Context: an optimization exercise on an open-source flow, tuned for small area. The choices shown serve that exercise and are no tape-out recipe. In this exercise RTL edits were held to simulation tests only and were not proved equivalent to the original. Power figures rest on the tool's default switching activity, not on a simulated workload.

## flow/standard.sh

```bash
#!/bin/bash
# synth_recipe.tcl (not shown) runs the flow's synth.tcl, then flattens the netlist and writes it again
# the make line also repeats each setting of config.mk as NAME=value (left out here)
make -C /OpenROAD-flow-scripts/flow DESIGN_CONFIG=/design/flow/config.mk WORK_HOME=/design/flow/orfs CLKGATE_MAP_FILE= SYNTH_SCRIPT=/design/flow/synth_recipe.tcl "${@:-finish}"
```

## flow/flow/recover.tcl

```tcl
# Downsize cells off the critical paths (area/power recovery) before detailed placement.
log_cmd repair_timing -recover_power 100
```

## flow/constraint.sdc

```tcl
create_clock -name core_clock -period 5.0 [get_ports {CLK}]
set_input_delay 1.0000 -clock core_clock [delete_from_list [all_inputs] [get_ports {CLK}]]
set_output_delay 1.0000 -clock core_clock [all_outputs]
set_load 0.01 [all_outputs]
```

## flow/design.v

```verilog
module FIFO #(
    parameter DATA_WIDTH = 8,
    parameter FIFO_DEPTH = 16
)(
    input  wire CLK,
    input  wire RST_N,
    input  wire WR_EN,
    input  wire RD_EN,
    input  wire [DATA_WIDTH-1:0] DIN,
    output reg  [DATA_WIDTH-1:0] DOUT,
    output wire FULL,
    output wire EMPTY
);
    reg [DATA_WIDTH-1:0] mem [0:15];
    wire wr_ok, wr_ok_hi, hold;
    wire [15:0] oh;
    FIFO_CTRL u_ctrl (
        .CLK(CLK), .RST_N(RST_N), .WR_EN(WR_EN), .RD_EN(RD_EN),
        .wr_ok(wr_ok), .wr_ok_hi(wr_ok_hi), .oh(oh), .hold(hold), .FULL(FULL), .EMPTY(EMPTY)
    );
    integer k;
    always @(posedge CLK) begin
        if (wr_ok) begin
            mem[0] <= DIN;
            for (k = 1; k < 8; k = k + 1)
                mem[k] <= mem[k-1];
        end
        if (wr_ok_hi) begin
            for (k = 8; k < 16; k = k + 1)
                mem[k] <= mem[k-1];
        end
    end
    genvar g;
    wire [DATA_WIDTH-1:0] dnext;
    generate
        for (g = 0; g < DATA_WIDTH; g = g + 1) begin : bit_
            wire [4:0] t;
            AO222 a0 (.a(mem[0][g]),  .sa(oh[0]),  .b(mem[1][g]),  .sb(oh[1]),  .c(mem[2][g]),  .sc(oh[2]),  .yn(t[0]));
            AO222 a1 (.a(mem[3][g]),  .sa(oh[3]),  .b(mem[4][g]),  .sb(oh[4]),  .c(mem[5][g]),  .sc(oh[5]),  .yn(t[1]));
            AO222 a2 (.a(mem[6][g]),  .sa(oh[6]),  .b(mem[7][g]),  .sb(oh[7]),  .c(mem[8][g]),  .sc(oh[8]),  .yn(t[2]));
            AO222 a3 (.a(mem[9][g]),  .sa(oh[9]),  .b(mem[10][g]), .sb(oh[10]), .c(mem[11][g]), .sc(oh[11]), .yn(t[3]));
            AO222 a4 (.a(mem[12][g]), .sa(oh[12]), .b(mem[13][g]), .sb(oh[13]), .c(mem[14][g]), .sc(oh[14]), .yn(t[4]));
            SELTAIL tl (.tn(t), .a(mem[15][g]), .sa(oh[15]), .b(DOUT[g]), .sb(hold), .y(dnext[g]));
        end
    endgenerate
    always @(posedge CLK or negedge RST_N) begin
        if (!RST_N)
            DOUT <= 0;
        else
            DOUT <= dnext;
    end
endmodule
module FIFO_CTRL (
    input  wire CLK,
    input  wire RST_N,
    input  wire WR_EN,
    input  wire RD_EN,
    output wire wr_ok,
    output wire wr_ok_hi,
    output wire [15:0] oh,
    output wire hold,
    output wire FULL,
    output wire EMPTY
);
    reg  [4:0] x;
    wire [4:0] x_nx;
    always @(posedge CLK or negedge RST_N) begin
        if (!RST_N)
            x <= 5'd0;
        else
            x <= x_nx;
    end
    FIFO_CTRL_COMB u_comb (
        .WR(WR_EN), .RD(RD_EN), .x(x), .wr_ok(wr_ok), .wr_ok_hi(wr_ok_hi), .oh(oh), .hold(hold),
        .FULL(FULL), .EMPTY(EMPTY), .x_nx(x_nx)
    );
endmodule
module FIFO_CTRL_COMB(WR, RD, x, wr_ok, wr_ok_hi, oh, hold, FULL, EMPTY, x_nx);
  input WR;
  input RD;
  input [4:0] x;
  output wr_ok;
  output wr_ok_hi;
  output [15:0] oh;
  output hold;
  output FULL;
  output EMPTY;
  output [4:0] x_nx;
  wire _00_;
  wire _01_;
  wire _02_;
  wire _03_;
  wire _04_;
  wire _05_;
  wire _06_;
  wire _07_;
  wire _08_;
  wire _09_;
  wire _10_;
  wire _11_;
  wire _12_;
  wire _13_;
  wire _14_;
  wire _15_;
  wire _16_;
  wire _17_;
  wire _18_;
  wire _19_;
  wire _20_;
  wire _21_;
  wire _22_;
  wire _23_;
  wire _24_;
  wire _25_;
  wire _26_;
  G_clkinv_1 u27 (.A(x[4]), .Y(EMPTY));
  G_nor2_1 u28 (.A(x[3]), .B(x[2]), .Y(_00_));
  G_clkinv_1 u29 (.A(_00_), .Y(_01_));
  G_nor4_1 u30 (.A(x[0]), .B(x[1]), .C(EMPTY), .D(_01_), .Y(FULL));
  G_clkinv_1 u31 (.A(x[1]), .Y(_02_));
  G_clkinv_1 u32 (.A(RD), .Y(_03_));
  G_nor2_1 u33 (.A(WR), .B(_03_), .Y(_04_));
  G_nand2_1 u34 (.A(_04_), .B(x[0]), .Y(_05_));
  G_clkinv_1 u35 (.A(_05_), .Y(_06_));
  G_nand3_1 u36 (.A(_06_), .B(_02_), .C(x[4]), .Y(_07_));
  G_nor2_1 u37 (.A(EMPTY), .B(_06_), .Y(_08_));
  G_nand2_1 u38 (.A(_08_), .B(x[1]), .Y(_09_));
  G_o21ai_0 u39 (.A1(x[0]), .A2(_04_), .B1(_08_), .Y(_10_));
  G_nand2_1 u40 (.A(_03_), .B(WR), .Y(_11_));
  G_nor2_1 u41 (.A(_11_), .B(FULL), .Y(wr_ok));
  G_nor2_1 u41b (.A(_11_), .B(FULL), .Y(wr_ok_hi));
  G_nand4_1 u42 (.A(_10_), .B(_09_), .C(_07_), .D(wr_ok), .Y(_12_));
  G_nor3_1 u43 (.A(_02_), .B(EMPTY), .C(_05_), .Y(_13_));
  G_o22ai_1 u44 (.A1(x[3]), .A2(_13_), .B1(x[2]), .B2(_12_), .Y(_14_));
  G_clkinv_1 u45 (.A(_13_), .Y(_15_));
  G_nand2_1 u46 (.A(x[3]), .B(x[2]), .Y(_16_));
  G_nor2_1 u47 (.A(_16_), .B(_15_), .Y(oh[0]));
  G_o21ai_0 u48 (.A1(EMPTY), .A2(oh[0]), .B1(_12_), .Y(x_nx[4]));
  G_o21ai_0 u49 (.A1(_01_), .A2(_15_), .B1(x_nx[4]), .Y(_17_));
  G_a21oi_1 u50 (.A1(x[4]), .A2(_14_), .B1(_17_), .Y(x_nx[3]));
  G_a22o_2 u51 (.A1(_09_), .A2(_07_), .B1(_10_), .B2(wr_ok), .X(_18_));
  G_nand2_1 u52 (.A(_18_), .B(_12_), .Y(x_nx[1]));
  G_nand2_1 u53 (.A(_12_), .B(_15_), .Y(_19_));
  G_clkinv_1 u54 (.A(x[2]), .Y(_20_));
  G_nor2_1 u55 (.A(_20_), .B(EMPTY), .Y(_21_));
  G_xor2_1 u56 (.A(_21_), .B(_19_), .X(x_nx[2]));
  G_nor2_1 u57 (.A(_01_), .B(_07_), .Y(oh[14]));
  G_nand3_1 u58 (.A(_08_), .B(x[1]), .C(_04_), .Y(_22_));
  G_nor2_1 u59 (.A(_01_), .B(_22_), .Y(oh[13]));
  G_nor2_1 u60 (.A(_01_), .B(_15_), .Y(oh[12]));
  G_nor2_1 u61 (.A(x[0]), .B(x[1]), .Y(_23_));
  G_nand3_1 u62 (.A(_04_), .B(x[4]), .C(_23_), .Y(_24_));
  G_or2_2 u63 (.A(x[3]), .B(_20_), .X(_25_));
  G_nor2_1 u64 (.A(_25_), .B(_24_), .Y(oh[11]));
  G_nor2_1 u65 (.A(_25_), .B(_07_), .Y(oh[10]));
  G_nor2_1 u66 (.A(_25_), .B(_22_), .Y(oh[9]));
  G_nor2_1 u67 (.A(_25_), .B(_15_), .Y(oh[8]));
  G_nand2_1 u68 (.A(_20_), .B(x[3]), .Y(_26_));
  G_nor2_1 u69 (.A(_26_), .B(_24_), .Y(oh[7]));
  G_nor2_1 u70 (.A(_26_), .B(_07_), .Y(oh[6]));
  G_nor2_1 u71 (.A(_26_), .B(_22_), .Y(oh[5]));
  G_nor2_1 u72 (.A(_26_), .B(_15_), .Y(oh[4]));
  G_nor2_1 u73 (.A(_16_), .B(_24_), .Y(oh[3]));
  G_nor2_1 u74 (.A(_16_), .B(_07_), .Y(oh[2]));
  G_nor2_1 u75 (.A(_01_), .B(_24_), .Y(oh[15]));
  G_nor2_1 u76 (.A(_16_), .B(_22_), .Y(oh[1]));
  G_xnor2_1 u77 (.A(wr_ok), .B(_10_), .Y(x_nx[0]));
  G_nor2_1 u78 (.A(EMPTY), .B(_04_), .Y(hold));
endmodule
module G_a21oi_1 (input wire A1, input wire A2, input wire B1, output wire Y); assign Y = (~A1&~B1) | (~A2&~B1); endmodule
module G_a22o_2 (input wire A1, input wire A2, input wire B1, input wire B2, output wire X); assign X = (B1&B2) | (A1&A2); endmodule
module G_clkinv_1 (input wire A, output wire Y); assign Y = (~A); endmodule
module G_nand2_1 (input wire A, input wire B, output wire Y); assign Y = (~A) | (~B); endmodule
module G_nand3_1 (input wire A, input wire B, input wire C, output wire Y); assign Y = (~A) | (~B) | (~C); endmodule
module G_nand4_1 (input wire A, input wire B, input wire C, input wire D, output wire Y); assign Y = (~A) | (~B) | (~C) | (~D); endmodule
module G_nor2_1 (input wire A, input wire B, output wire Y); assign Y = (~A&~B); endmodule
module G_nor3_1 (input wire A, input wire B, input wire C, output wire Y); assign Y = (~A&~B&~C); endmodule
module G_nor4_1 (input wire A, input wire B, input wire C, input wire D, output wire Y); assign Y = (~A&~B&~C&~D); endmodule
module G_o21ai_0 (input wire A1, input wire A2, input wire B1, output wire Y); assign Y = (~A1&~A2) | (~B1); endmodule
module G_o22ai_1 (input wire A1, input wire A2, input wire B1, input wire B2, output wire Y); assign Y = (~B1&~B2) | (~A1&~A2); endmodule
module G_or2_2 (input wire A, input wire B, output wire X); assign X = (A) | (B); endmodule
module G_xnor2_1 (input wire A, input wire B, output wire Y); assign Y = (~A&~B) | (A&B); endmodule
module G_xor2_1 (input wire A, input wire B, output wire X); assign X = (A&~B) | (~A&B); endmodule
module AO222 (
    input  wire a, sa, b, sb, c, sc,
    output wire yn
);
    assign yn = ~((a & sa) | (b & sb) | (c & sc));
endmodule
module SELTAIL (
    input  wire [4:0] tn,
    input  wire a, sa, b, sb,
    output wire y
);
    wire q;
    NAND3 u_q (.a(tn[0]), .b(tn[1]), .c(tn[2]), .y(q));
    TAIL2 u_y (.q(q), .t3(tn[3]), .t4(tn[4]), .a(a), .sa(sa), .b(b), .sb(sb), .y(y));
endmodule
module NAND3 (input wire a, b, c, output wire y);
    assign y = ~(a & b & c);
endmodule
module TAIL2 (input wire q, t3, t4, a, sa, b, sb, output wire y);
    assign y = q | ~t3 | ~t4 | (a & sa) | (b & sb);
endmodule
module MULTI_FIFOS #(
    parameter DATA_WIDTH = 8,                        
    parameter FIFO_DEPTH = 16,                       
    parameter NUM_FIFOS = 4                          
)(
    input  wire CLK,
    input  wire RST_N,
    input  wire [NUM_FIFOS-1:0] WR_EN,                
    input  wire [NUM_FIFOS-1:0] RD_EN,                
    input  wire [NUM_FIFOS*DATA_WIDTH-1:0] DIN,       
    output wire [NUM_FIFOS*DATA_WIDTH-1:0] DOUT,     
    output wire [NUM_FIFOS-1:0] FULL,                
    output wire [NUM_FIFOS-1:0] EMPTY                
);
    genvar i;
    generate
        for (i=0; i<NUM_FIFOS; i=i+1) begin : fifo_instances
            FIFO #(
                .DATA_WIDTH(DATA_WIDTH),
                .FIFO_DEPTH(FIFO_DEPTH)
            ) fifo_inst (
                .CLK(CLK),
                .RST_N(RST_N),
                .WR_EN(WR_EN[i]),
                .RD_EN(RD_EN[i]),
                .DIN(DIN[(i + 1) * DATA_WIDTH - 1:i * DATA_WIDTH]),
                .DOUT(DOUT[(i + 1) * DATA_WIDTH - 1:i * DATA_WIDTH]),
                .FULL(FULL[i]),
                .EMPTY(EMPTY[i])
            );
        end
    endgenerate
endmodule
```

## flow/flow/settings.sh

```bash
export BUFFER_PORTS_ARGS="-buffer_cell sky130_fd_sc_hd__buf_1"
export CTS_ARGS="-sink_clustering_enable -repair_clock_nets -dont_use_dummy_load -sink_clustering_size 10 -sink_clustering_max_diameter 60 -buf_list sky130_fd_sc_hd__clkbuf_4"
export POST_RESIZE_TCL="$PWD/flow/recover.tcl"
```

## flow/config.mk

```make
export PLATFORM = sky130hd
export DESIGN_NAME = MULTI_FIFOS
export DESIGN_NICKNAME = MULTI_FIFOS
export VERILOG_FILES = /design/flow/design.v
export SDC_FILE = /design/flow/constraint.sdc
export NUM_CORES = 4
export LEC_CHECK = 0
export CAP_MARGIN = 0
export CORE_MARGIN = 2
export CORE_UTILIZATION = 75
export SLEW_MARGIN = 0
export SYNTH_HIERARCHICAL = 1
export SYNTH_MINIMUM_KEEP_SIZE = 0
```

## flow/flow/run.sh

```bash
#!/bin/bash
# Standard ORFS layout (standard.sh, unchanged synthesis) with three changes,
# all set in settings.sh: port buffers use the smallest buffer cell, clock
# tree synthesis uses small clock buffers without dummy loads, and after the
# placement repair, cells off the critical paths are sized down
# (recover.tcl). ORFS writes each step's log under orfs/logs; make's own
# output goes to flow_make.log.
set -euo pipefail
cd "$(dirname "$0")/.."
source flow/settings.sh
bash standard.sh > flow_make.log 2>&1
```

==> results of run 1 <==
## stage by stage
stage / cells / setup slack (ns) / area (um^2) / hold slack [ns] / total power, W
after floorplan: 1032 / 0.05081 / 19950 / 0.4260 / 0.007224
after global placement: 1458 / 2.005 / 20810 / 0.4267 / 0.007659
after detailed placement: 1458 / 0.9024 / 20720 / 0.4320 / 0.007758
after CTS: 1524 / 1.414 / 21220 / 0.3982 / 0.009632
after global routing: 1527 / 1.481 / 21270 / 0.3255 / 0.01003
final: 1527 / 1.655 / 21270 / 0.3244 / 0.009586
## worst max-delay path, cell delays in order, from the launching register on
cell and delay (ns):
dfrtp_1 0.44, nor2_1 0.11, inv_1 0.12, nor4_1 0.82
buf_1 0.22
## worst max-delay path by stage
stage / start / endpoint / depth (start not counted)
after floorplan: RD_EN[0] / fifo_instances[0].fifo_inst.u_ctrl.x[3]$_DFF_PN0_ / 6
after CTS: fifo_instances[1].fifo_inst.u_ctrl.x[4]$_DFF_PN0_ / fifo_instances[1].fifo_inst.mem[6][5]$_DFFE_PP_ / 4
final: fifo_instances[2].fifo_inst.u_ctrl.x[3]$_DFF_PN0_ / FULL[2] / 4
after detailed placement: RD_EN[1] / fifo_instances[1].fifo_inst.mem[7][6]$_DFFE_PP_ / 5
after global routing: fifo_instances[2].fifo_inst.u_ctrl.x[3]$_DFF_PN0_ / FULL[2] / 4
after global placement: RD_EN[2] / fifo_instances[2].fifo_inst.DOUT[2]$_DFF_PN0_ / 10
## cells by family (layout without fill, tap and decap cells)
family,Yosys count,after routing,synth area share
buffers and inverters,28,187,0.005267
other,0,1,0
and+or+nand+nor,216,216,0.05543
AOI/OAI and AO/OA,216,216,0.1001
xor gates and xnor gates,8,8,0.003511
DFF,564,564,0.8357
## metal layers
layer	routed length, um	GRT usage	up-vias
met2	17490	0.4045	625
met1	14920	0.3934	5475
met4	617	0.07796	2
met3	3011	0.03947	51
li1	-	-	4820
met5	41	0.01217	-
## cell type report
| cell class | instances | area (um^2) |
|---|---|---|
| Multi-Input combinational cell | 440 | 3183 |
| Clock buffer | 66 | 495.5 |
| Tap cell | 335 | 419.2 |
| Inverter | 28 | 105.1 |
| Sequential cell | 564 | 16680 |
| Timing Repair Buffer | 93 | 387.9 |
| Antenna cell | 1 | 2.502 |
| Fill cell | 1344 | 4790 |
## registers in the layout, indices dropped and copies added, names as in the netlist
signal                             flops
fifo_instances.fifo_inst.mem         512
fifo_instances.fifo_inst.DOUT         32
fifo_instances.fifo_inst.u_ctrl.x     20
## per-module statistics from Yosys, one instance, submodules excluded, excerpt
module | area (um^2) | cells
G_o22ai_1 | 6.256 | 1
G_nand2_1 | 3.754 | 1
G_nor4_1 | 12.51 | 1
AO222 | 10.01 | 1
G_or2_2 | 6.256 | 1
G_xnor2_1 | 8.758 | 1
## power groups by stage
stage               Combinational, W  Clock, W  Sequential [W]
detailed placement           0.00140         0         0.00635
global placement             0.00135         0         0.00631
finish                       0.00143   0.00191         0.00625
CTS                          0.00140   0.00198         0.00625
global route                 0.00157   0.00214         0.00632
floorplan                   0.000917         0         0.00631
## synth_stat cells (all sizes together)
cell    instances  share of area
a222oi        160          0.080
xor2            4         0.0018
xnor2           4         0.0018
nand4b         32          0.014
dfrtp          52          0.065
nor3            4         0.0020
inv            28         0.0053
a22o            4         0.0018
or2             4         0.0013
o21ai          12         0.0030
edfxtp        512           0.77
o22ai           4         0.0013
nand4           4         0.0013
a21oi           4         0.0018
nor4            4         0.0025
nand3          44          0.011
a22oi          32          0.012
nor2           96          0.018
nand2          28         0.0053
==> impl_results.md, run 1 <==
- Status: no timing/DRC/antenna violations
- Critical Path Fanout Max: 6
- Switching power total: 0.002634 W
- Cell area after synthesis: 19950 um^2
- Max Cap Viol: 0
- Total number of vias: 10973
- Post-Synthesis Cells: 1032
- Core area: 26060 um^2
- Startpoint types: flop
- Power per Cell Area: 450.7 nW/um^2
- Max clock buf depth: 3
- Worst reg-to-reg path cell count: 4
- Final core occ: 0.8162
- Final setup fails: 0
- IO buf count: 81
- Grt total ovfl: 0
- Hold Fails Final Rpt: 0
- Clock transition at the registers of the reported paths: 0.10 ns
- TritonCTS clock tree: built
- # rows: 59
- DRC Markers: 0
- Distinct cell type count after synthesis: 19
- I/O Pins: 82
- Setup TNS: 0 ns
- Most common cell after layout, fill and taps aside: edfxtp_1
- Vias in the first global route: 10628
- Tightest Hold Check Type: input port to asynchronous set/reset pin
- Syn Area/Cell: 19.34 um^2
- Vias per cell: 7.186
- RSZ-0062 raised after global routing: false
- Critical path arrival: 2.34 ns
- Final Skew: 0.06819 ns
- Post-cts resize count: 0
- Clock root cell: clkbuf_4
- Initial antenna violation count: 1
- YS warnings: 10
- H-tree level count: 3
- Pins Over Slew Limit: 0
- Clock network power share: 0.199
- Die area: 27930 um^2
- Slew headroom: 0.1588
- Number of buffers created by CTS: 66
- CP required: 4.00 ns
- Seq/Total Area, Yosys: 0.8357
- Post-Route WL: 36090 um
- First-pass GRT wire length: 56860 um
- Commonest cells after routing, fill and taps aside: edfxtp_1 (512), a222oi_1 (160), nor2_1 (88)
- Critical R2R Launch: fifo_instances[1].fifo_inst.u_ctrl.x[4]$_DFF_PN0_
- VDD IR-drop max: 0.3609 mV
- Final critical-path required period: 3.345 ns
- Reg2reg setup slack: 1.92 ns
- Net Sw Frac: 0.2748
- Total GRT Usage: 0.2590
- Fmax: 0.2990 GHz
- Clock Latency Late Sink: 0.68 ns
- Actual slew at the worst max-slew pin: 1.262 ns
- Clock Sink Count: 564
- Hold-fix buffers, CTS: 0
- Die H: 167.1 um
- Area grow syn2layout: 6.590%
- Routed WL per cell: 23.63 um
- WS Path Type: flop to output port
- Detail Placement HPWL: 24040 um
- Final period util: 0.6690
- Internal: 0.006952 W
- Combinational share of power: 0.149
- Largest net degree at the start of global routing: 68
- Crit. End Element: output port
- Initial core utilization: 0.7657
- Mapped Nets: 1074
- Iter 0 DRT Violations: 2198
- Routed Antenna Nets: 0
- Sequential power share: 0.652
- Drt pass-1 iters: 12
- Post-CTS setup buffers: 0
- Worst R2R End: fifo_instances[1].fifo_inst.mem[14][0]$_DFFE_PP_
- Leakage: 6.994 nW
- Register bit total from synthesis: 564
- RD Place Congestion: 0.8207
- Layout cells sized above 1: 0.07389
- Nets: 1235
- Die width: 167.1 um
==> inputs of run 2 (changes only) <==
--- a/flow/config.mk
+++ b/flow/config.mk
@@ -8,5 +8,5 @@
 export CAP_MARGIN = 0
 export CORE_MARGIN = 2
-export CORE_UTILIZATION = 75
+export CORE_UTILIZATION = 70
 export SLEW_MARGIN = 0
 export SYNTH_HIERARCHICAL = 1
==> impl_results.md, run 2 <==
- Vias in the first global route: 10346
- Final setup fails: 0
- Initial core utilization: 0.7143
- Post-synth top cells: edfxtp_1 (512), a222oi_1 (160), nor2_1 (96)
- Critical Path Fanout Max: 6
- WS Path Type: flop to output port
- Total number of vias: 10808
- Area of the multi-input gates: 3176 um^2
- Hold-fix buffers, CTS: 0
- Post-cts resize count: 0
- Reg2reg setup slack: 1.87 ns
- Initial antenna violation count: 1
- Setup TNS: 0 ns
- I/O Pins: 82
- Clock Sink Count: 564
- Pins Over Slew Limit: 0
- Power per Cell Area: 448.6 nW/um^2
- Synth Flop Type: edfxtp_1
- DRC Markers: 0
- Worst hold path depth: 0
- Commonest cells after routing, fill and taps aside: edfxtp_1 (512), a222oi_1 (160), nor2_1 (89)
- Dpl cells: 1502
- HP Start: fifo_instances[1].fifo_inst.mem[5][1]$_DFFE_PP_
- EDFF count, synth: 512
- Simple-gate share of the synthesized area: 0.05543
- Layout cells sized above 1: 0.07305
- Max FFs per register: 512
- Post-Route WL: 35420 um
- Hold EP: fifo_instances[1].fifo_inst.mem[6][1]$_DFFE_PP_
- Reg area: 16680 um^2
- Final critical-path required period: 3.334 ns
- Worst reg-to-reg path cell count: 5
- Post-Synth Adder-Cell Area: 0
- Finished Layout Cells: 1570
- Clock root cell: clkbuf_4
- Max Cap Viol: 0
- Nets: 1235
- Critical path arrival: 2.33 ns
- YS warnings: 10
- FFs w/ async S/R, synth: 0.09220
- Area contributors post-synth: edfxtp_1 (77%), a222oi_1 (8.0%), dfrtp_1 (6.5%)
- Vias per cell: 6.884
- Multiplexer area fraction after synthesis: 0
- Crit. End Element: output port
- Register bit total from synthesis: 564
- Distinct cell type count after synthesis: 19
- Hold Fails Final Rpt: 0
- Actual slew at the worst max-slew pin: 1.319 ns
- CP required: 4.00 ns
- Max clock buf depth: 3
- Tightest Hold Check Type: flop to flop
- Most common cell after layout, fill and taps aside: edfxtp_1
- Post-Synthesis Cells: 1032
- Mapped Nets: 1074
- Slew headroom: 0.1204
- XOR/XNOR share of the synthesized area: 0.003511
- Largest net degree at the start of global routing: 68
- Synth top area share: 0.7705
- Iter 0 DRT Violations: 1998
- Area grow syn2layout: 6.797%
- Die width: 172.8 um
- Grt total ovfl: 0
- Detail Placement HPWL: 23090 um
- TritonCTS clock tree: built
- Most flop-heavy register: fifo_instances.fifo_inst.mem
- H-tree level count: 3
- Most instantiated library cell after synthesis: edfxtp_1
- Number of buffers created by CTS: 66
- Clock transition at the registers of the reported paths: 0.10 ns
- Routed WL per cell: 22.56 um
- First-pass GRT wire length: 55660 um
- Final period util: 0.6667
- Top Registers: fifo_instances.fifo_inst.mem x512, fifo_instances.fifo_inst.DOUT x32, fifo_instances.fifo_inst.u_ctrl.x x20
- Combinational family with the most area after synthesis: compound AO/OA/AOI/OAI gates
- Leakage: 6.992 nW
- Compound-gate portion of the synthesized area: 0.1001
- Die H: 172.8 um
- Post-synth top area cell: edfxtp_1
- Final Skew: 0.06757 ns
- Syn Area/Cell: 19.34 um^2
- # rows: 61
- Critical R2R Launch: fifo_instances[1].fifo_inst.u_ctrl.x[3]$_DFF_PN0_
- Post-CTS setup buffers: 0
- RSZ-0062 raised after global routing: false
- RD Place Congestion: 0.8422
- Total GRT Usage: 0.2342
- Clock Latency Late Sink: 0.70 ns
- Seq/Total Area, Yosys: 0.8357
- Worst R2R End: fifo_instances[1].fifo_inst.mem[11][4]$_DFFE_PP_
- Fmax: 0.3000 GHz
- Die area: 29870 um^2
- VDD IR-drop max: 0.2799 mV
- Core area: 27930 um^2
- Cell area after synthesis: 19950 um^2
- Startpoint types: flop
- Drt pass-1 iters: 9
- Status: no timing/DRC/antenna violations
- Filler cells: 1637
- IO buf count: 81
- Routed Antenna Nets: 0
[run 2: cell families (layout without fill, tap and decap cells)]
family | after synthesis | count (layout)
AOI/OAI and AO/OA | 216 | 216
xor gates and xnor gates | 8 | 8
buffers and inverters | 28 | 187
DFF | 564 | 564
other | 0 | 1
and+or+nand+nor | 216 | 216
[run 2: cell type report]
class                           count  share of cell area
Sequential cell                   564              0.7825
Multi-Input combinational cell    440              0.1490
Clock buffer                       66             0.02325
Tap cell                          378             0.02219
Timing Repair Buffer               93             0.01797
Inverter                           28            0.004932
Antenna cell                        1           0.0001174
[run 2: power breakdown]
group | leakage, nW | internal, W | switching (W)
Clock | 0.304 | 0.000613 | 0.00131
Combinational | 1.27 | 0.000455 | 0.000940
Sequential | 5.42 | 0.00588 | 0.000363
[run 2: per-layer routing]
metal | wire length [um] | up-vias | track usage
met4 | 516 | 0 | 0.06674
met2 | 16560 | 571 | 0.3483
met1 | 15560 | 5373 | 0.3641
met5 | 0 | - | 0
met3 | 2780 | 52 | 0.04661
li1 | - | 4812 | -
[run 2: stage by stage]
step,cell area [um^2],hold slack (ns),utilization,worst slack (ns),power [W]
CTS,21280,0.3921,0.7618,1.389,0.009629
finish,21310,0.4131,0.7629,1.666,0.009559
detailed placement,20780,0.4334,0.7441,0.8902,0.007730
floorplan,19950,0.4260,-,0.05081,0.007224
global placement,20880,0.4266,0.7473,1.941,0.007682
global route,21310,0.3839,0.7629,1.505,0.01004
[run 2: modules after synthesis, one instance, submodules excluded, a selection]
module     area (um^2)  copies in the design
G_o21ai_0        5.005                    12
G_nand3_1        5.005                    12
G_o22ai_1        6.256                     4
G_nor2_1         3.754                    96
TAIL2            16.27                    32
AO222            10.01                   160
FIFO_CTRL        125.1                     4
G_xor2_1         8.758                     4
G_nor4_1         12.51                     4
G_or2_2          6.256                     4
NAND3            5.005                    32
G_nand4_1        6.256                     4
[run 2: worst max-delay path by stage]
stage / slack (ns) / from / to / cells after the start
floorplan: 0.05 / RD_EN[0] / fifo_instances[0].fifo_inst.u_ctrl.x[3]$_DFF_PN0_ / 6
global placement: 1.94 / RD_EN[0] / fifo_instances[0].fifo_inst.DOUT[3]$_DFF_PN0_ / 10
detailed placement: 0.89 / RD_EN[2] / fifo_instances[2].fifo_inst.mem[5][0]$_DFFE_PP_ / 5
CTS: 1.39 / fifo_instances[2].fifo_inst.u_ctrl.x[4]$_DFF_PN0_ / fifo_instances[2].fifo_inst.mem[6][0]$_DFFE_PP_ / 4
global route: 1.51 / fifo_instances[0].fifo_inst.u_ctrl.x[2]$_DFF_PN0_ / FULL[0] / 4
finish: 1.67 / fifo_instances[0].fifo_inst.u_ctrl.x[2]$_DFF_PN0_ / FULL[0] / 4
[run 2: critical path, cell delays in order, from the launching register on]
cell and delay (ns):
dfrtp_1 0.42, nor2_1 0.11, inv_1 0.10, nor4_1 0.84
buf_1 0.22
==> inputs of run 3 (changes only) <==
--- a/flow/design.v
+++ b/flow/design.v
@@ -193,13 +193,13 @@
     output wire y
 );
-    wire q;
-    NAND3 u_q (.a(tn[0]), .b(tn[1]), .c(tn[2]), .y(q));
-    TAIL2 u_y (.q(q), .t3(tn[3]), .t4(tn[4]), .a(a), .sa(sa), .b(b), .sb(sb), .y(y));
-endmodule
-module NAND3 (input wire a, b, c, output wire y);
-    assign y = ~(a & b & c);
-endmodule
-module TAIL2 (input wire q, t3, t4, a, sa, b, sb, output wire y);
-    assign y = q | ~t3 | ~t4 | (a & sa) | (b & sb);
+    wire c;
+    AND3 u_c (.a(tn[0]), .b(tn[1]), .c(tn[2]), .y(c));
+    TAIL3 u_y (.c(c), .t3(tn[3]), .t4(tn[4]), .a(a), .sa(sa), .b(b), .sb(sb), .y(y));
+endmodule
+module AND3 (input wire a, b, c, output wire y);
+    assign y = a & b & c;
+endmodule
+module TAIL3 (input wire c, t3, t4, a, sa, b, sb, output wire y);
+    assign y = ~(c & t3 & t4 & ~((a & sa) | (b & sb)));
 endmodule
 module MULTI_FIFOS #(
==> impl_results.md, run 3 <==
- Post-Route WL: 35170 um
- CP required: 4.00 ns
- Synth top area share: 0.7721
- Net Sw Frac: 0.2733
- Fmax: 0.3026 GHz
- Routed WL per cell: 22.36 um
- Max Cap Viol: 0
- Clock Latency Late Sink: 0.68 ns
- Post-synth top cells: edfxtp_1 (512), a222oi_1 (160), nor2_1 (96)
- Detail Placement HPWL: 22940 um
- Clock network power share: 0.202
- Syn Area/Cell: 19.30 um^2
- Switching power total: 0.002614 W
- Nets: 1238
- Seq/Total Area, Yosys: 0.8374
- Grt total ovfl: 0
- Worst hold path depth: 0
- Final critical-path required period: 3.305 ns
- Reg area: 16680 um^2
- Vias in the first global route: 10310
- Number of buffers created by CTS: 66
- Largest net degree at the start of global routing: 68
- Final Skew: 0.05942 ns
- Pre-CTS WS: 0.9829 ns
- Vias per cell: 6.886
- WS Path Type: flop to output port
- Drt pass-1 iters: 9
- Die area: 29810 um^2
- Top Registers: fifo_instances.fifo_inst.mem x512, fifo_instances.fifo_inst.DOUT x32, fifo_instances.fifo_inst.u_ctrl.x x20
- Die H: 172.7 um
- Cell area after synthesis: 19910 um^2
- Synth Flop Type: edfxtp_1
- First-pass GRT wire length: 56660 um
- Slew headroom: 0.2214
- Internal: 0.006950 W
- Worst R2R End: fifo_instances[3].fifo_inst.mem[3][1]$_DFFE_PP_
- Pins Over Slew Limit: 0
- TritonCTS clock tree: built
- Critical R2R Launch: fifo_instances[3].fifo_inst.u_ctrl.x[2]$_DFF_PN0_
- EDFF count, synth: 512
- Final setup fails: 0
- DRC Markers: 0
- Total GRT Usage: 0.2384
- Critical Path Fanout Max: 6
- VDD IR-drop max: 0.3064 mV
- Critical path arrival: 2.30 ns
- Area of the multi-input gates: 3128 um^2
- Power per Cell Area: 449.0 nW/um^2
- Initial antenna violation count: 1
- Routed Antenna Nets: 0
- IO buf count: 81
- FFs w/ async S/R, synth: 0.09220
- Filler cells: 1667
- Most flop-heavy register: fifo_instances.fifo_inst.mem
- Worst reg-to-reg path cell count: 5
- Initial core utilization: 0.7129
- Most instantiated library cell after synthesis: edfxtp_1
- Final period util: 0.6609
- Actual slew at the worst max-slew pin: 1.168 ns
- Register bit total from synthesis: 564
- Hold Fails Final Rpt: 0
- Clock Sink Count: 564
- Die width: 172.7 um
- RSZ-0062 raised after global routing: false
- Status: no timing/DRC/antenna violations
- Max FFs per register: 512
- Layout cells sized above 1: 0.07286
- Total number of vias: 10831
- Sequential power share: 0.652
- Clock transition at the registers of the reported paths: 0.10 ns
- Final WS setup: 1.695 ns
- RD Place Congestion: 0.8475
- Area grow syn2layout: 6.949%
- Combinational share of power: 0.146
- Reg2reg setup slack: 2.10 ns
- Hold EP: fifo_instances[1].fifo_inst.mem[5][7]$_DFFE_PP_
- Iter 0 DRT Violations: 1784
- Mapped Nets: 1074
- Tightest Hold Check Type: flop to flop
- H-tree level count: 3
- I/O Pins: 82
- Core area: 27930 um^2
- Post-Synthesis Cells: 1032
- Post-cts resize count: 0
- # rows: 61
- Area contributors post-synth: edfxtp_1 (77%), a222oi_1 (8.0%), dfrtp_1 (6.5%)
- Max clock buf depth: 3
- Startpoint types: flop
- Distinct cell type count after synthesis: 19
- Commonest cells after routing, fill and taps aside: edfxtp_1 (512), a222oi_1 (160), nor2_1 (90)
- Setup TNS: 0 ns
- Hold-fix buffers, CTS: 0
- Leakage: 6.873 nW
- Post-synth top area cell: edfxtp_1
- Most common cell after layout, fill and taps aside: edfxtp_1
- Post-CTS setup buffers: 0
- Clock root cell: clkbuf_4
- HP Start: fifo_instances[1].fifo_inst.mem[4][7]$_DFFE_PP_
- Final core occ: 0.7624
- YS warnings: 10
- Crit. End Element: output port
==> run 3: changes by cell type after synthesis <==
cell and change:
and3_1 +32, nand3_1 -32, nand4_1 +32, nand4b_1 -32
==> run 3: worst max-delay path: stages, from the launching register on <==
cell and delay [ns]:
dfrtp_1 0.42, nor2_1 0.12, inv_1 0.11, nor4_1 0.80
buf_1 0.22
==> run 3: power by group through the flow <==
stage	sequential (W)	clock, W	combinational, W
final	0.00624	0.00193	0.00140
after global routing	0.00631	0.00219	0.00155
after CTS	0.00624	0.00200	0.00138
after detailed placement	0.00634	0	0.00138
after global placement	0.00631	0	0.00137
after floorplan	0.00631	0	0.000915
==> run 3: cell families (layout without fill, tap and decap cells) <==
family          after synthesis  count (layout)  share of synthesized area
xor+xnor                      8               8                   0.003518
compound gates              216             216                     0.1003
buf+inv                      28             190                   0.005278
simple gates                216             216                    0.05353
flops                       564             564                     0.8374
other cells                   0               1                          0
==> run 3: worst max path at each step <==
stage	cells after the start	endpoint	from
detailed placement	5	fifo_instances[0].fifo_inst.mem[14][4]$_DFFE_PP_	RD_EN[0]
global placement	10	fifo_instances[2].fifo_inst.DOUT[0]$_DFF_PN0_	RD_EN[2]
CTS	4	fifo_instances[0].fifo_inst.mem[11][6]$_DFFE_PP_	fifo_instances[0].fifo_inst.u_ctrl.x[4]$_DFF_PN0_
finish	4	FULL[2]	fifo_instances[2].fifo_inst.u_ctrl.x[2]$_DFF_PN0_
floorplan	6	fifo_instances[0].fifo_inst.u_ctrl.x[3]$_DFF_PN0_	RD_EN[0]
global route	4	FULL[2]	fifo_instances[2].fifo_inst.u_ctrl.x[2]$_DFF_PN0_
==> run 3: final cells by class <==
class	instances	area share
multi-input cells	440	0.1469
diodes	1	0.0001175
repair buffers	96	0.01962
inverters	28	0.004935
well taps	378	0.02221
clock buffers	66	0.02326
flip-flops and latches	564	0.7830
==> run 3: per-module statistics from Yosys, one instance, submodules excluded, excerpt <==
| module | cells | flops+latches |
|---|---|---|
| TAIL3 | 2 | 0 |
| G_xnor2_1 | 1 | 0 |
| G_o22ai_1 | 1 | 0 |
| G_nand2_1 | 1 | 0 |
| G_nor4_1 | 1 | 0 |
| AO222 | 1 | 0 |
| G_a21oi_1 | 1 | 0 |
| AND3 | 1 | 0 |
| G_nor3_1 | 1 | 0 |
| G_clkinv_1 | 1 | 0 |
| G_nand4_1 | 1 | 0 |
| G_or2_2 | 1 | 0 |
| G_xor2_1 | 1 | 0 |
| G_nor2_1 | 1 | 0 |
==> run 3: through the flow <==
step / hold WS, ns / total power [W] / instance area [um^2] / std cells
3_5_place_dp: 0.4329 / 0.007718 / 20740 / 1503
4_1_cts: 0.3927 / 0.009620 / 21240 / 1569
5_1_grt: 0.4040 / 0.01005 / 21300 / 1573
2_1_floorplan: 0.4260 / 0.007223 / 19910 / 1032
6_report: 0.4157 / 0.009564 / 21300 / 1573
3_3_place_gp: 0.4275 / 0.007677 / 20840 / 1503
==> run 3: routing by layer <==
metal / GRT usage / vias to the layer above / routed length (um) / share of wire
met4: 0.06073 / 0 / 522 / 0.015
met5: 0 / - / 0 / 0
met1: 0.3678 / 5376 / 15270 / 0.43
li1: - / 4834 / - / -
met3: 0.04727 / 55 / 3035 / 0.086
met2: 0.3619 / 566 / 16340 / 0.46
==> inputs of run 4 (changes only) <==
==> flow/flow/recover.tcl (replaced) <==
# Downsize cells off the critical paths (area/power recovery) before detailed placement.
log_cmd repair_timing -recover_power 100
# Then try the smallest drive strength of every remaining logic gate,
# keeping the change only if the worst setup slack stays above 0.5 ns
# and no new slew or capacitance violation appears.
foreach inst [get_cells *] {
  set ref [get_property $inst ref_name]
  if { ![regexp {^(sky130_fd_sc_hd__[a-z0-9]+)_([2-9]|1[0-9])$} $ref -> base size] } { continue }
  if { [regexp {__(buf|clkbuf|inv|clkinv|df|edf|sdf|dl)} $base] } { continue }
  set small [get_lib_cells -quiet */${base}_1]
  if { [llength $small] == 0 } { set small [get_lib_cells -quiet */${base}_0] }
  if { [llength $small] == 0 } { continue }
  set slew0 [sta::max_slew_violation_count]
  set cap0 [sta::max_capacitance_violation_count]
  replace_cell $inst [lindex $small 0]
  estimate_parasitics -placement
  set after [sta::worst_slack_cmd max]
  set bad [expr { $after < 0.5e-9 || [sta::max_slew_violation_count] > $slew0 || [sta::max_capacitance_violation_count] > $cap0 }]
  if { $bad } {
    replace_cell $inst [get_lib_cells */$ref]
    estimate_parasitics -placement
  } else {
    puts "downsized [get_full_name $inst] $ref -> [get_name [lindex $small 0]]"
  }
}
==> impl_results.md, run 4 <==
- Status: no timing/DRC/antenna violations
- Finished Layout Cells: 1573
- Critical Path Fanout Max: 6
- Tightest Hold Check Type: flop to flop
- Hold Fails Final Rpt: 0
- DRC Markers: 0
- Synth Flop Type: edfxtp_1
- Pins Over Slew Limit: 0
- Setup TNS: 0 ns
- CP Cell Sequence: nor2_1 > inv_1 > nor4_1 > buf_1
- RSZ-0062 raised after global routing: false
- Dpl cells: 1503
- Routed Antenna Nets: 0
- CP bufs+invs: 2
- Die area: 29810 um^2
- Largest net degree at the start of global routing: 68
- Synth top area share: 0.7721
- Actual slew at the worst max-slew pin: 1.196 ns
- Post-Synthesis Cells: 1032
- Vias per cell: 6.892
- Final critical-path required period: 3.233 ns
- Routed metal-1 wirelength: 15550 um
- Crit. End Element: output port
- Die H: 172.7 um
- Drt pass-1 iters: 7
- Critical R2R Launch: fifo_instances[3].fifo_inst.u_ctrl.x[2]$_DFF_PN0_
- IO buf count: 81
- CP required: 4.00 ns
- VDD IR-drop max: 0.3052 mV
- Fmax: 0.3093 GHz
- Iter 0 DRT Violations: 1833
- Initial core utilization: 0.7129
- Power per Cell Area: 449.1 nW/um^2
- Area contributors post-synth: edfxtp_1 (77%), a222oi_1 (8.0%), dfrtp_1 (6.5%)
- Worst R2R End: fifo_instances[3].fifo_inst.mem[7][1]$_DFFE_PP_
- FFs w/ async S/R, synth: 0.09220
- Slew headroom: 0.2029
- Most flop-heavy register: fifo_instances.fifo_inst.mem
- Post-Route WL: 35360 um
- Core area: 27930 um^2
- Initial antenna violation count: 1
- Max clock buf depth: 3
- CP top delay family: simple AND/OR/NAND/NOR gates
- Seq/Total Area, Yosys: 0.8374
- I/O Pins: 82
- Commonest cells after routing, fill and taps aside: edfxtp_1 (512), a222oi_1 (160), nor2_1 (91)
- Number of buffers created by CTS: 66
- TritonCTS clock tree: built
- YS warnings: 10
- Grt total ovfl: 0
- Top Registers: fifo_instances.fifo_inst.mem x512, fifo_instances.fifo_inst.DOUT x32, fifo_instances.fifo_inst.u_ctrl.x x20
- Cell area after layout: 21270 um^2
- Routed WL per cell: 22.48 um
- Clock Sink Count: 564
- Final total power: 0.009553 W
- Hold-fix buffers, CTS: 0
- Mapped Nets: 1074
- Post-synth top area cell: edfxtp_1
- # rows: 61
- Final period util: 0.6466
- Clock root cell: clkbuf_4
- Reg2reg setup slack: 2.08 ns
- Critical path arrival: 2.23 ns
- Clock Latency Late Sink: 0.71 ns
- Routed length on met2: 16040 um
- Register bit total from synthesis: 564
- Highest metal used: met4
- Detail Placement HPWL: 22890 um
- Worst hold path depth: 0
- Post-CTS setup buffers: 0
- Max FFs per register: 512
- Post-cts resize count: 0
- Max Cap Viol: 0
- Worst reg-to-reg path cell count: 5
- Vias in the first global route: 10330
- WS Path Type: flop to output port
- Most common cell after layout, fill and taps aside: edfxtp_1
- First-pass GRT wire length: 55770 um
- Die width: 172.7 um
- Post-synth top cells: edfxtp_1 (512), a222oi_1 (160), nor2_1 (96)
- Startpoint types: flop
- Final Skew: 0.05311 ns
- Most instantiated library cell after synthesis: edfxtp_1
- Hold EP: fifo_instances[0].fifo_inst.mem[7][7]$_DFFE_PP_
- Setup crit start: fifo_instances[1].fifo_inst.u_ctrl.x[3]$_DFF_PN0_
- Wire length on met3: 2761 um
- Critical Path Max Stage Delay: 0.68 ns
- Total GRT Usage: 0.2358
- Nets: 1238
- EDFF count, synth: 512
- Clock transition at the registers of the reported paths: 0.11 ns
- Layout cells sized above 1: 0.06784
- Leakage: 6.869 nW
- Final setup fails: 0
- H-tree level count: 3
- Total number of vias: 10841
- Distinct cell type count after synthesis: 19
- Cell area after synthesis: 19910 um^2
- RD Place Congestion: 0.8475
- Syn Area/Cell: 19.30 um^2
- HP Start: fifo_instances[0].fifo_inst.mem[6][7]$_DFFE_PP_
- Placed cell area: 20710 um^2
- Area grow syn2layout: 6.811%
- Slowest CP cell: nor4_1
## run 4: routing by layer
layer | global-route usage | vias to the layer above
li1 | - | 4832
met1 | 0.3516 | 5406
met2 | 0.3576 | 530
met3 | 0.04991 | 73
met4 | 0.08121 | 0
met5 | 0 | -
## run 4: how the worst max path moves through the flow
| stage | endpoint | cells after the start | slack [ns] |
|---|---|---|---|
| 6_report | FULL[1] | 4 | 1.77 |
| 3_3_place_gp | fifo_instances[2].fifo_inst.DOUT[0]$_DFF_PN0_ | 10 | 1.97 |
| 3_5_place_dp | fifo_instances[0].fifo_inst.mem[14][4]$_DFFE_PP_ | 5 | 0.98 |
| 5_1_grt | FULL[1] | 4 | 1.59 |
| 2_1_floorplan | fifo_instances[0].fifo_inst.u_ctrl.x[3]$_DFF_PN0_ | 6 | 0.05 |
| 4_1_cts | fifo_instances[0].fifo_inst.mem[8][4]$_DFFE_PP_ | 5 | 1.43 |
## run 4: final cells by class
type	count	area, um^2
Inverter	28	105.1
Clock buffer	66	495.5
Timing Repair Buffer	96	417.9
Tap cell	378	473.0
Sequential cell	564	16680
Multi-Input combinational cell	440	3100
Fill cell	1664	6664
Antenna cell	1	2.502
## run 4: kinds of logic after synthesis
kind of cell    synth area share
flops                     0.8374
compound gates            0.1003
simple gates             0.05353
buf+inv                 0.005278
xor+xnor                0.003518
## run 4: through the flow
stage / util / setup slack [ns] / hold slack [ns]
global placement: 0.7461 / 1.970 / 0.4275
global route: 0.7614 / 1.588 / 0.3974
CTS: 0.7592 / 1.435 / 0.3885
finish: 0.7614 / 1.767 / 0.4229
floorplan: - / 0.05081 / 0.4260
detailed placement: 0.7415 / 0.9826 / 0.4329
## run 4: where the power goes
part | total, W | leakage [nW] | internal (W) | switching [W]
combinational | 0.00138 | 1.14 | 0.000450 | 0.000931
sequential | 0.00624 | 5.42 | 0.00588 | 0.000360
clock | 0.00193 | 0.304 | 0.000612 | 0.00132
total | 0.00955 | 6.87 | 0.00694 | 0.00261
## run 4: modules after synthesis (local to each module, per instance), excerpt
module | cells inside | cell area, um^2
G_nor4_1 | 1 | 12.51
G_nand4_1 | 1 | 6.256
G_clkinv_1 | 1 | 3.754
G_nor2_1 | 1 | 3.754
TAIL3 | 2 | 13.76
G_nand2_1 | 1 | 3.754
FIFO_CTRL | 5 | 125.1
G_nor3_1 | 1 | 10.01
AND3 | 1 | 6.256
==> inputs of run 5 (changes only) <==
--- a/flow/flow/recover.tcl
+++ b/flow/flow/recover.tcl
@@ -7,5 +7,5 @@
   set ref [get_property $inst ref_name]
   if { ![regexp {^(sky130_fd_sc_hd__[a-z0-9]+)_([2-9]|1[0-9])$} $ref -> base size] } { continue }
-  if { [regexp {__(buf|clkbuf|inv|clkinv|df|edf|sdf|dl)} $base] } { continue }
+  if { [regexp {__(clkbuf|clkinv|df|edf|sdf|dl)} $base] } { continue }
   set small [get_lib_cells -quiet */${base}_1]
   if { [llength $small] == 0 } { set small [get_lib_cells -quiet */${base}_0] }
==> impl_results.md, run 5 <==
- Syn Area/Cell: 19.30 um^2
- Critical Path Fanout Max: 6
- Max Cap Viol: 0
- H-tree level count: 3
- FFs w/ async S/R, synth: 0.09220
- Distinct cell type count after synthesis: 19
- Mapped Nets: 1074
- Vias per cell: 6.892
- Clock Sink Count: 564
- Area contributors post-synth: edfxtp_1 (77%), a222oi_1 (8.0%), dfrtp_1 (6.5%)
- Clock Latency Late Sink: 0.71 ns
- # rows: 61
- Slew headroom: 0.2029
- Post-Synthesis Cells: 1032
- Worst hold slack: 0.4229 ns
- Vias in the first global route: 10330
- Top Registers: fifo_instances.fifo_inst.mem x512, fifo_instances.fifo_inst.DOUT x32, fifo_instances.fifo_inst.u_ctrl.x x20
- Die H: 172.7 um
- Most flop-heavy register: fifo_instances.fifo_inst.mem
- Status: no timing/DRC/antenna violations
- Core area: 27930 um^2
- Largest net degree at the start of global routing: 68
- Leakage: 6.869 nW
- TritonCTS clock tree: built
- Post-Route WL: 35360 um
- Register bit total from synthesis: 564
- IO buf count: 81
- YS warnings: 10
- Area grow syn2layout: 6.811%
- Final Skew: 0.05311 ns
- Cell area after layout: 21270 um^2
- First-pass GRT wire length: 55770 um
- DRC Markers: 0
- Clock root cell: clkbuf_4
- Routed Antenna Nets: 0
- Pins Over Slew Limit: 0
- Number of buffers created by CTS: 66
- Reg area: 16680 um^2
- Final critical-path required period: 3.233 ns
- Final total power: 0.009553 W
- Max clock buf depth: 3
- Tightest Hold Check Type: flop to flop
- Setup TNS: 0 ns
- Clock transition at the registers of the reported paths: 0.11 ns
- Dpl cells: 1503
- Final period util: 0.6466
- Actual slew at the worst max-slew pin: 1.196 ns
- VDD IR-drop max: 0.3052 mV
- Iter 0 DRT Violations: 1833
- Total number of vias: 10841
- Crit. End Element: output port
- Area of the multi-input gates: 3100 um^2
- I/O Pins: 82
- Hold Fails Final Rpt: 0
- Nets: 1238
- Die area: 29810 um^2
- Post-CTS setup buffers: 0
- Startpoint types: flop
- Initial antenna violation count: 1
- Filler cells: 1664
- Critical path arrival: 2.23 ns
- Max FFs per register: 512
- WS Path Type: flop to output port
- Drt pass-1 iters: 7
- Synth Flop Type: edfxtp_1
- Most instantiated library cell after synthesis: edfxtp_1
- Post-synth top cells: edfxtp_1 (512), a222oi_1 (160), nor2_1 (96)
- RD Place Congestion: 0.8475
- CP required: 4.00 ns
- Routed WL per cell: 22.48 um
- Final setup fails: 0
- Die width: 172.7 um
- Synth top area share: 0.7721
- Placed cell area: 20710 um^2
- Total GRT Usage: 0.2358
- Post-cts resize count: 0
- Layout cells sized above 1: 0.06784
- Most common cell after layout, fill and taps aside: edfxtp_1
- Seq/Total Area, Yosys: 0.8374
- Finished Layout Cells: 1573
- Detail Placement HPWL: 22890 um
- RSZ-0062 raised after global routing: false
- Commonest cells after routing, fill and taps aside: edfxtp_1 (512), a222oi_1 (160), nor2_1 (91)
- Post-synth top area cell: edfxtp_1
- Power per Cell Area: 449.1 nW/um^2
- Initial core utilization: 0.7129
- Cell area after synthesis: 19910 um^2
- Fmax: 0.3093 GHz
- EDFF count, synth: 512
- Grt total ovfl: 0
- Hold-fix buffers, CTS: 0
run 5: per-layer routing:
| metal | vias to the layer above | wire [um] | GRT usage | share of wire |
|---|---|---|---|---|
| met4 | 0 | 1014 | 0.08121 | 0.029 |
| met2 | 530 | 16040 | 0.3576 | 0.45 |
| met1 | 5406 | 15550 | 0.3516 | 0.44 |
| met5 | - | 0 | 0 | 0 |
| li1 | 4832 | - | - | - |
| met3 | 73 | 2761 | 0.04991 | 0.078 |
run 5: power by group:
part	internal, W	switching [W]	leakage [nW]
logic	0.000450	0.000931	1.14
registers	0.00588	0.000360	5.42
clock network	0.000612	0.00132	0.304
total	0.00694	0.00261	6.87
run 5: metrics by stage:
step / util / worst slack (ns)
6_report: 0.7614 / 1.767
5_1_grt: 0.7614 / 1.588
4_1_cts: 0.7592 / 1.435
3_5_place_dp: 0.7415 / 0.9826
2_1_floorplan: - / 0.05081
3_3_place_gp: 0.7461 / 1.970
run 5: modules after synthesis (local to each module, per instance), a selection:
module | flops+latches | cells
FIFO_CTRL | 5 | 5
TAIL3 | 0 | 2
G_nor4_1 | 0 | 1
AO222 | 0 | 1
G_nor3_1 | 0 | 1
G_a22o_2 | 0 | 1
G_nand4_1 | 0 | 1
AND3 | 0 | 1
G_or2_2 | 0 | 1
G_o21ai_0 | 0 | 1
G_nand2_1 | 0 | 1
G_clkinv_1 | 0 | 1
G_nor2_1 | 0 | 1
run 5: cell type report:
class                           instances  area share
Inverter                               28    0.004941
Sequential cell                       564      0.7840
Timing Repair Buffer                   96     0.01965
Tap cell                              378     0.02224
Multi-Input combinational cell        440      0.1458
Antenna cell                            1   0.0001176
Clock buffer                           66     0.02329
run 5: worst paths after layout:
check | start | to | slack (ns) | cells past startpoint
worst max-delay path | fifo_instances[1].fifo_inst.u_ctrl.x[3]$_DFF_PN0_ | FULL[1] | 1.77 | 4
worst min-delay path | fifo_instances[0].fifo_inst.mem[6][7]$_DFFE_PP_ | fifo_instances[0].fifo_inst.mem[7][7]$_DFFE_PP_ | 0.42 | 0
worst max register to register | fifo_instances[3].fifo_inst.u_ctrl.x[2]$_DFF_PN0_ | fifo_instances[3].fifo_inst.mem[7][1]$_DFFE_PP_ | 2.08 | 5
worst min register to register | fifo_instances[0].fifo_inst.mem[6][7]$_DFFE_PP_ | fifo_instances[0].fifo_inst.mem[7][7]$_DFFE_PP_ | 0.42 | 0
max in group asynchronous | RST_N | fifo_instances[3].fifo_inst.DOUT[7]$_DFF_PN0_ | 4.01 | 2
min in group asynchronous | RST_N | fifo_instances[0].fifo_inst.DOUT[3]$_DFF_PN0_ | 0.44 | 2
run 5: critical path: stages (launching register included):
cell and delay, ns:
dfrtp_1 0.43, nor2_1 0.10, inv_1 0.11, nor4_1 0.68, buf_1 0.22
run 5: logic make-up after synthesis:
family	count (synthesis)	synth area share
xor+xnor	8	0.003518
simple gates	216	0.05353
buf+inv	28	0.005278
flops	564	0.8374
compound gates	216	0.1003
==> inputs of run 6 (changes only) <==
--- a/flow/flow/run.sh
+++ b/flow/flow/run.sh
@@ -3,5 +3,5 @@
 # all set in settings.sh: port buffers use the smallest buffer cell, clock
 # tree synthesis uses small clock buffers without dummy loads, and after the
-# placement repair, cells off the critical paths are sized down
+# placement repair, logic cells off the critical paths are sized down
 # (recover.tcl). ORFS writes each step's log under orfs/logs; make's own
 # output goes to flow_make.log.
--- a/flow/flow/recover.tcl
+++ b/flow/flow/recover.tcl
@@ -7,5 +7,5 @@
   set ref [get_property $inst ref_name]
   if { ![regexp {^(sky130_fd_sc_hd__[a-z0-9]+)_([2-9]|1[0-9])$} $ref -> base size] } { continue }
-  if { [regexp {__(clkbuf|clkinv|df|edf|sdf|dl)} $base] } { continue }
+  if { [regexp {__(buf|clkbuf|inv|clkinv|df|edf|sdf|dl)} $base] } { continue }
   set small [get_lib_cells -quiet */${base}_1]
   if { [llength $small] == 0 } { set small [get_lib_cells -quiet */${base}_0] }
==> impl_results.md, run 6 <==
- Status: no timing/DRC/antenna violations
- Most flop-heavy register: fifo_instances.fifo_inst.mem
- Vias per cell: 6.892
- Power per Cell Area: 449.1 nW/um^2
- IO buf count: 81
- Cell area after synthesis: 19910 um^2
- RSZ-0062 raised after global routing: false
- Hold-fix buffers, CTS: 0
- VDD IR-drop max: 0.3052 mV
- Post-synth top area cell: edfxtp_1
- Seq/Total Area, Yosys: 0.8374
- Post-Synthesis Cells: 1032
- Initial antenna violation count: 1
- Hold Fails Final Rpt: 0
- Grt total ovfl: 0
- Core area: 27930 um^2
- Post-Route WL: 35360 um
- Critical path arrival: 2.23 ns
- Post-CTS setup buffers: 0
- Area contributors post-synth: edfxtp_1 (77%), a222oi_1 (8.0%), dfrtp_1 (6.5%)
- Mapped Nets: 1074
- Leakage: 6.869 nW
- First-pass GRT wire length: 55770 um
- Max Cap Viol: 0
- Iter 0 DRT Violations: 1833
- Die area: 29810 um^2
- Commonest cells after routing, fill and taps aside: edfxtp_1 (512), a222oi_1 (160), nor2_1 (91)
- Post-cts resize count: 0
- Number of buffers created by CTS: 66
- Final period util: 0.6466
- YS warnings: 10
- Die width: 172.7 um
- Syn Area/Cell: 19.30 um^2
- Nets: 1238
- Fmax: 0.3093 GHz
- Synth Flop Type: edfxtp_1
- Clock Latency Late Sink: 0.71 ns
- Top Registers: fifo_instances.fifo_inst.mem x512, fifo_instances.fifo_inst.DOUT x32, fifo_instances.fifo_inst.u_ctrl.x x20
- EDFF count, synth: 512
- Routed WL per cell: 22.48 um
- Post-synth top cells: edfxtp_1 (512), a222oi_1 (160), nor2_1 (96)
- Initial core utilization: 0.7129
- RD Place Congestion: 0.8475
- Setup TNS: 0 ns
- FFs w/ async S/R, synth: 0.09220
- Startpoint types: flop
- Final critical-path required period: 3.233 ns
- Pins Over Slew Limit: 0
- CP required: 4.00 ns
- Drt pass-1 iters: 7
- Area grow syn2layout: 6.811%
- Final Skew: 0.05311 ns
- H-tree level count: 3
- # rows: 61
- Crit. End Element: output port
- Distinct cell type count after synthesis: 19
- Register bit total from synthesis: 564
- Die H: 172.7 um
- Clock transition at the registers of the reported paths: 0.11 ns
- Routed Antenna Nets: 0
- Clock Sink Count: 564
- Vias in the first global route: 10330
- Most common cell after layout, fill and taps aside: edfxtp_1
- Max clock buf depth: 3
- Final setup fails: 0
- DRC Markers: 0
- Final total power: 0.009553 W
- Total number of vias: 10841
- Total GRT Usage: 0.2358
- Detail Placement HPWL: 22890 um
- Critical Path Fanout Max: 6
- Largest net degree at the start of global routing: 68
- I/O Pins: 82
- Synth top area share: 0.7721
- Layout cells sized above 1: 0.06784
- Most instantiated library cell after synthesis: edfxtp_1
- Tightest Hold Check Type: flop to flop
- Clock root cell: clkbuf_4
- Slew headroom: 0.2029
- Max FFs per register: 512
- WS Path Type: flop to output port
- Actual slew at the worst max-slew pin: 1.196 ns
- TritonCTS clock tree: built
-- run 6: metrics by stage --
step	cell area [um^2]	utilization	hold slack [ns]	worst slack, ns	instances
2_1_floorplan	19910	-	0.4260	0.05081	1032
6_report	21270	0.7614	0.4229	1.767	1573
3_5_place_dp	20710	0.7415	0.4329	0.9826	1503
4_1_cts	21210	0.7592	0.3885	1.435	1569
3_3_place_gp	20840	0.7461	0.4275	1.970	1503
5_1_grt	21270	0.7614	0.3974	1.588	1573
-- run 6: final timing paths --
check | endpoint | slack (ns) | from | depth (start not counted)
min reg2reg | fifo_instances[0].fifo_inst.mem[7][7]$_DFFE_PP_ | 0.42 | fifo_instances[0].fifo_inst.mem[6][7]$_DFFE_PP_ | 0
max reg2reg | fifo_instances[3].fifo_inst.mem[7][1]$_DFFE_PP_ | 2.08 | fifo_instances[3].fifo_inst.u_ctrl.x[2]$_DFF_PN0_ | 5
min in group asynchronous | fifo_instances[0].fifo_inst.DOUT[3]$_DFF_PN0_ | 0.44 | RST_N | 2
max | FULL[1] | 1.77 | fifo_instances[1].fifo_inst.u_ctrl.x[3]$_DFF_PN0_ | 4
max in group asynchronous | fifo_instances[3].fifo_inst.DOUT[7]$_DFF_PN0_ | 4.01 | RST_N | 2
min | fifo_instances[0].fifo_inst.mem[7][7]$_DFFE_PP_ | 0.42 | fifo_instances[0].fifo_inst.mem[6][7]$_DFFE_PP_ | 0
-- run 6: area by class of cell --
class	instances	area [um^2]
multi-input cells	440	3100
inverters	28	105.1
flip-flops and latches	564	16680
clock buffers	66	495.5
diodes	1	2.502
well taps	378	473.0
repair buffers	96	417.9
fillers	1664	6664
-- run 6: critical path, stage by stage, from the launching register on --
cell,delay (ns)
dfrtp_1,0.43
nor2_1,0.10
inv_1,0.11
nor4_1,0.68
buf_1,0.22
-- run 6: cells by family after synthesis --
family,after synthesis,synth area share
simple gates,216,0.05353
buf+inv,28,0.005278
xor+xnor,8,0.003518
compound gates,216,0.1003
flops,564,0.8374
-- run 6: Yosys stat by module (local to each module, per instance), a selection --
module      cell area (um^2)  cells inside  copies in the design  flip-flops and latches
G_nor4_1               12.51             1                     4                       0
AO222                  10.01             1                   160                       0
G_xnor2_1              8.758             1                     4                       0
G_nand4_1              6.256             1                     4                       0
AND3                   6.256             1                    32                       0
G_or2_2                6.256             1                     4                       0
G_o22ai_1              6.256             1                     4                       0
G_o21ai_0              5.005             1                    12                       0
G_nand2_1              3.754             1                    28                       0
G_clkinv_1             3.754             1                    28                       0
G_nor2_1               3.754             1                    96                       0
-- run 6: power by group --
part | switching [W] | internal [W]
logic | 0.000931 | 0.000450
registers | 0.000360 | 0.00588
clock network | 0.00132 | 0.000612
total | 0.00261 | 0.00694
-- run 6: layer usage --
metal	share of wire	global-route usage	vias to the layer above
met1	0.44	0.3516	5406
met5	0	0	-
met4	0.029	0.08121	0
li1	-	-	4832
met3	0.078	0.04991	73
met2	0.45	0.3576	530
==> inputs of run 7 (changes only) <==
==> flow/flow/settings.sh (replaced) <==
export BUFFER_PORTS_ARGS="-buffer_cell sky130_fd_sc_hd__buf_1"
export CTS_ARGS="-sink_clustering_enable -repair_clock_nets -dont_use_dummy_load -sink_clustering_size 10 -sink_clustering_max_diameter 60 -buf_list {sky130_fd_sc_hd__clkbuf_2 sky130_fd_sc_hd__clkbuf_4}"
export POST_RESIZE_TCL="$PWD/flow/recover.tcl"
==> impl_results.md, run 7 <==
- Status: no timing/DRC/antenna violations
- Critical Path Fanout Max: 6
- Initial core utilization: 0.7129
- RSZ-0062 raised after global routing: false
- Max FFs per register: 512
- Slowest CP cell: nor4_1
- RD Place Congestion: 0.8475
- Iter 0 DRT Violations: 1833
- Setup crit start: fifo_instances[1].fifo_inst.u_ctrl.x[3]$_DFF_PN0_
- Number of buffers created by CTS: 66
- Crit path depth: 4
- CP top delay family: simple AND/OR/NAND/NOR gates
- IO buf count: 81
- Most flop-heavy register: fifo_instances.fifo_inst.mem
- Crit. End Element: output port
- Hold Fails Final Rpt: 0
- Initial antenna violation count: 1
- YS warnings: 10
- Clock root cell: clkbuf_4
- Cell area after synthesis: 19910 um^2
- Pins Over Slew Limit: 0
- Area contributors post-synth: edfxtp_1 (77%), a222oi_1 (8.0%), dfrtp_1 (6.5%)
- Most common cell after layout, fill and taps aside: edfxtp_1
- Hold-fix buffers, CTS: 0
- Clock transition at the registers of the reported paths: 0.11 ns
- Core area: 27930 um^2
- Largest net degree at the start of global routing: 68
- Drt pass-1 iters: 7
- Critical R2R Launch: fifo_instances[3].fifo_inst.u_ctrl.x[2]$_DFF_PN0_
- Max Cap Viol: 0
- First-pass GRT wire length: 55770 um
- Cell area after layout: 21270 um^2
- Detail Placement HPWL: 22890 um
- DRC Markers: 0
- Top Registers: fifo_instances.fifo_inst.mem x512, fifo_instances.fifo_inst.DOUT x32, fifo_instances.fifo_inst.u_ctrl.x x20
- Tightest Hold Check Type: flop to flop
- Critical path arrival: 2.23 ns
- Final period util: 0.6466
- I/O Pins: 82
- Reg area: 16680 um^2
- Die area: 29810 um^2
- Post-cts resize count: 0
- Total number of vias: 10841
- Clock Latency Late Sink: 0.71 ns
- Final setup fails: 0
- Seq/Total Area, Yosys: 0.8374
- Vias in the first global route: 10330
- EDFF count, synth: 512
- VDD IR-drop max: 0.3052 mV
- Final critical-path required period: 3.233 ns
- Post-synth top cells: edfxtp_1 (512), a222oi_1 (160), nor2_1 (96)
- Leakage: 6.869 nW
- CP bufs+invs: 2
- Synth Flop Type: edfxtp_1
- Fmax: 0.3093 GHz
- Clock Sink Count: 564
- Nets: 1238
- Distinct cell type count after synthesis: 19
- Startpoint types: flop
- H-tree level count: 3
- Area of the multi-input gates: 3100 um^2
- CP required: 4.00 ns
- Most instantiated library cell after synthesis: edfxtp_1
- Worst reg-to-reg path cell count: 5
- Post-CTS setup buffers: 0
- Die H: 172.7 um
- Register bit total from synthesis: 564
- Post-synth top area cell: edfxtp_1
- Syn Area/Cell: 19.30 um^2
- FFs w/ async S/R, synth: 0.09220
- Setup TNS: 0 ns
- Layout cells sized above 1: 0.06784
- Vias per cell: 6.892
- Post-Synthesis Cells: 1032
- Commonest cells after routing, fill and taps aside: edfxtp_1 (512), a222oi_1 (160), nor2_1 (91)
- Mapped Nets: 1074
- Routed Antenna Nets: 0
- WS Path Type: flop to output port
- CP Cell Sequence: nor2_1 > inv_1 > nor4_1 > buf_1
- Area grow syn2layout: 6.811%
- Max clock buf depth: 3
- Final Skew: 0.05311 ns
- TritonCTS clock tree: built
- Final core occ: 0.7614
- # rows: 61
- Worst hold path depth: 0
- Grt total ovfl: 0
- Routed WL per cell: 22.48 um
- Die width: 172.7 um
- Post-Route WL: 35360 um
- Actual slew at the worst max-slew pin: 1.196 ns
- Placed cell area: 20710 um^2
- Total GRT Usage: 0.2358
- Synth top area share: 0.7721
- Power per Cell Area: 449.1 nW/um^2
- Slew headroom: 0.2029
- Filler cells: 1664
- HP Start: fifo_instances[0].fifo_inst.mem[6][7]$_DFFE_PP_
- Critical Path Max Stage Delay: 0.68 ns
-- run 7: cell counts after synthesis --
Identical to the previous run, type by type.
-- run 7: layout make-up --
class | instances | area share
Sequential cell | 564 | 0.7840
Inverter | 28 | 0.004941
Antenna cell | 1 | 0.0001176
Multi-Input combinational cell | 440 | 0.1458
Clock buffer | 66 | 0.02329
Tap cell | 378 | 0.02224
Timing Repair Buffer | 96 | 0.01965
-- run 7: where the power goes --
part	internal [W]	switching, W
clock	0.000612	0.00132
sequential	0.00588	0.000360
combinational	0.000450	0.000931
total	0.00694	0.00261
-- run 7: metal layers --
metal,track usage,vias to the layer above,routed length [um]
li1,-,4832,-
met1,0.3516,5406,15550
met2,0.3576,530,16040
met3,0.04991,73,2761
met4,0.08121,0,1014
met5,0,-,0
-- run 7: worst register-to-register path, stage by stage, from the launching register on --
cell      delay [ns]
dfrtp_1         0.42
nor2_1          0.11
inv_1           0.12
nor4_1          0.64
nor2_2          0.35
clkbuf_2        0.76
-- run 7: metrics by stage --
| step | cells | worst slack, ns | power (W) | hold slack [ns] |
|---|---|---|---|---|
| 2_1_floorplan | 1032 | 0.05081 | 0.007223 | 0.4260 |
| 5_1_grt | 1573 | 1.588 | 0.01001 | 0.3974 |
| 3_3_place_gp | 1503 | 1.970 | 0.007677 | 0.4275 |
| 4_1_cts | 1569 | 1.435 | 0.009602 | 0.3885 |
| 3_5_place_dp | 1503 | 0.9826 | 0.007695 | 0.4329 |
| 6_report | 1573 | 1.767 | 0.009553 | 0.4229 |
-- run 7: cell families (layout without fill, tap and decap cells) --
family	count (synthesis)	after routing	share of synthesized area
simple gates	216	216	0.05353
flops	564	564	0.8374
buf+inv	28	190	0.005278
compound gates	216	216	0.1003
other cells	0	1	0
xor+xnor	8	8	0.003518
-- run 7: path summary, 6_finish.rpt --
kind                                                                    to  slack (ns)
setup / recovery                                                   FULL[1]        1.77
hold / removal             fifo_instances[0].fifo_inst.mem[7][7]$_DFFE_PP_        0.42
setup reg to reg           fifo_instances[3].fifo_inst.mem[7][1]$_DFFE_PP_        2.08
hold reg to reg            fifo_instances[0].fifo_inst.mem[7][7]$_DFFE_PP_        0.42
max in group asynchronous    fifo_instances[3].fifo_inst.DOUT[7]$_DFF_PN0_        4.01
min in group asynchronous    fifo_instances[0].fifo_inst.DOUT[3]$_DFF_PN0_        0.44
-- run 7: modules after synthesis, one instance, submodules excluded, a selection --
module      times used  flip-flops and latches
FIFO_CTRL            4                       5
G_a21oi_1            4                       0
G_clkinv_1          28                       0
G_nand2_1           28                       0
G_nand3_1           12                       0
G_nor3_1             4                       0
G_nor4_1             4                       0
G_o21ai_0           12                       0
G_o22ai_1            4                       0
G_or2_2              4                       0
G_xor2_1             4                       0

port drivers added, routing unchanged:
In the flow no input, the clock included, has a driving cell. The finished layouts below were timed again as built, in two steps. Step 1 sets driving cells, clkbuf_16 on the clock port and buf_2 on the other inputs (assumed; they add their load-dependent delay and slew). Step 2, shift: input delay + t, output delay - t, t = (earliest + latest rising clock arrival at the registers) / 2. This alone moves slack from input paths to output paths. Three values: ideal ports, drivers, drivers and shift; two values: the first two.
run	t (ns)	setup WS [ns]
run 1	0.695	1.655 / 1.612 / 1.453
run 2	0.713	1.666 / 1.621 / 1.450
run 3	0.707	1.695 / 1.649 / 1.686
run 4	0.726	1.767 / 1.721 / 1.654
run 5	0.726	1.767 / 1.721 / 1.654
run 6	0.726	1.767 / 1.721 / 1.654
run 7	0.726	1.767 / 1.721 / 1.654
After both steps setup and hold are still met in every run listed.
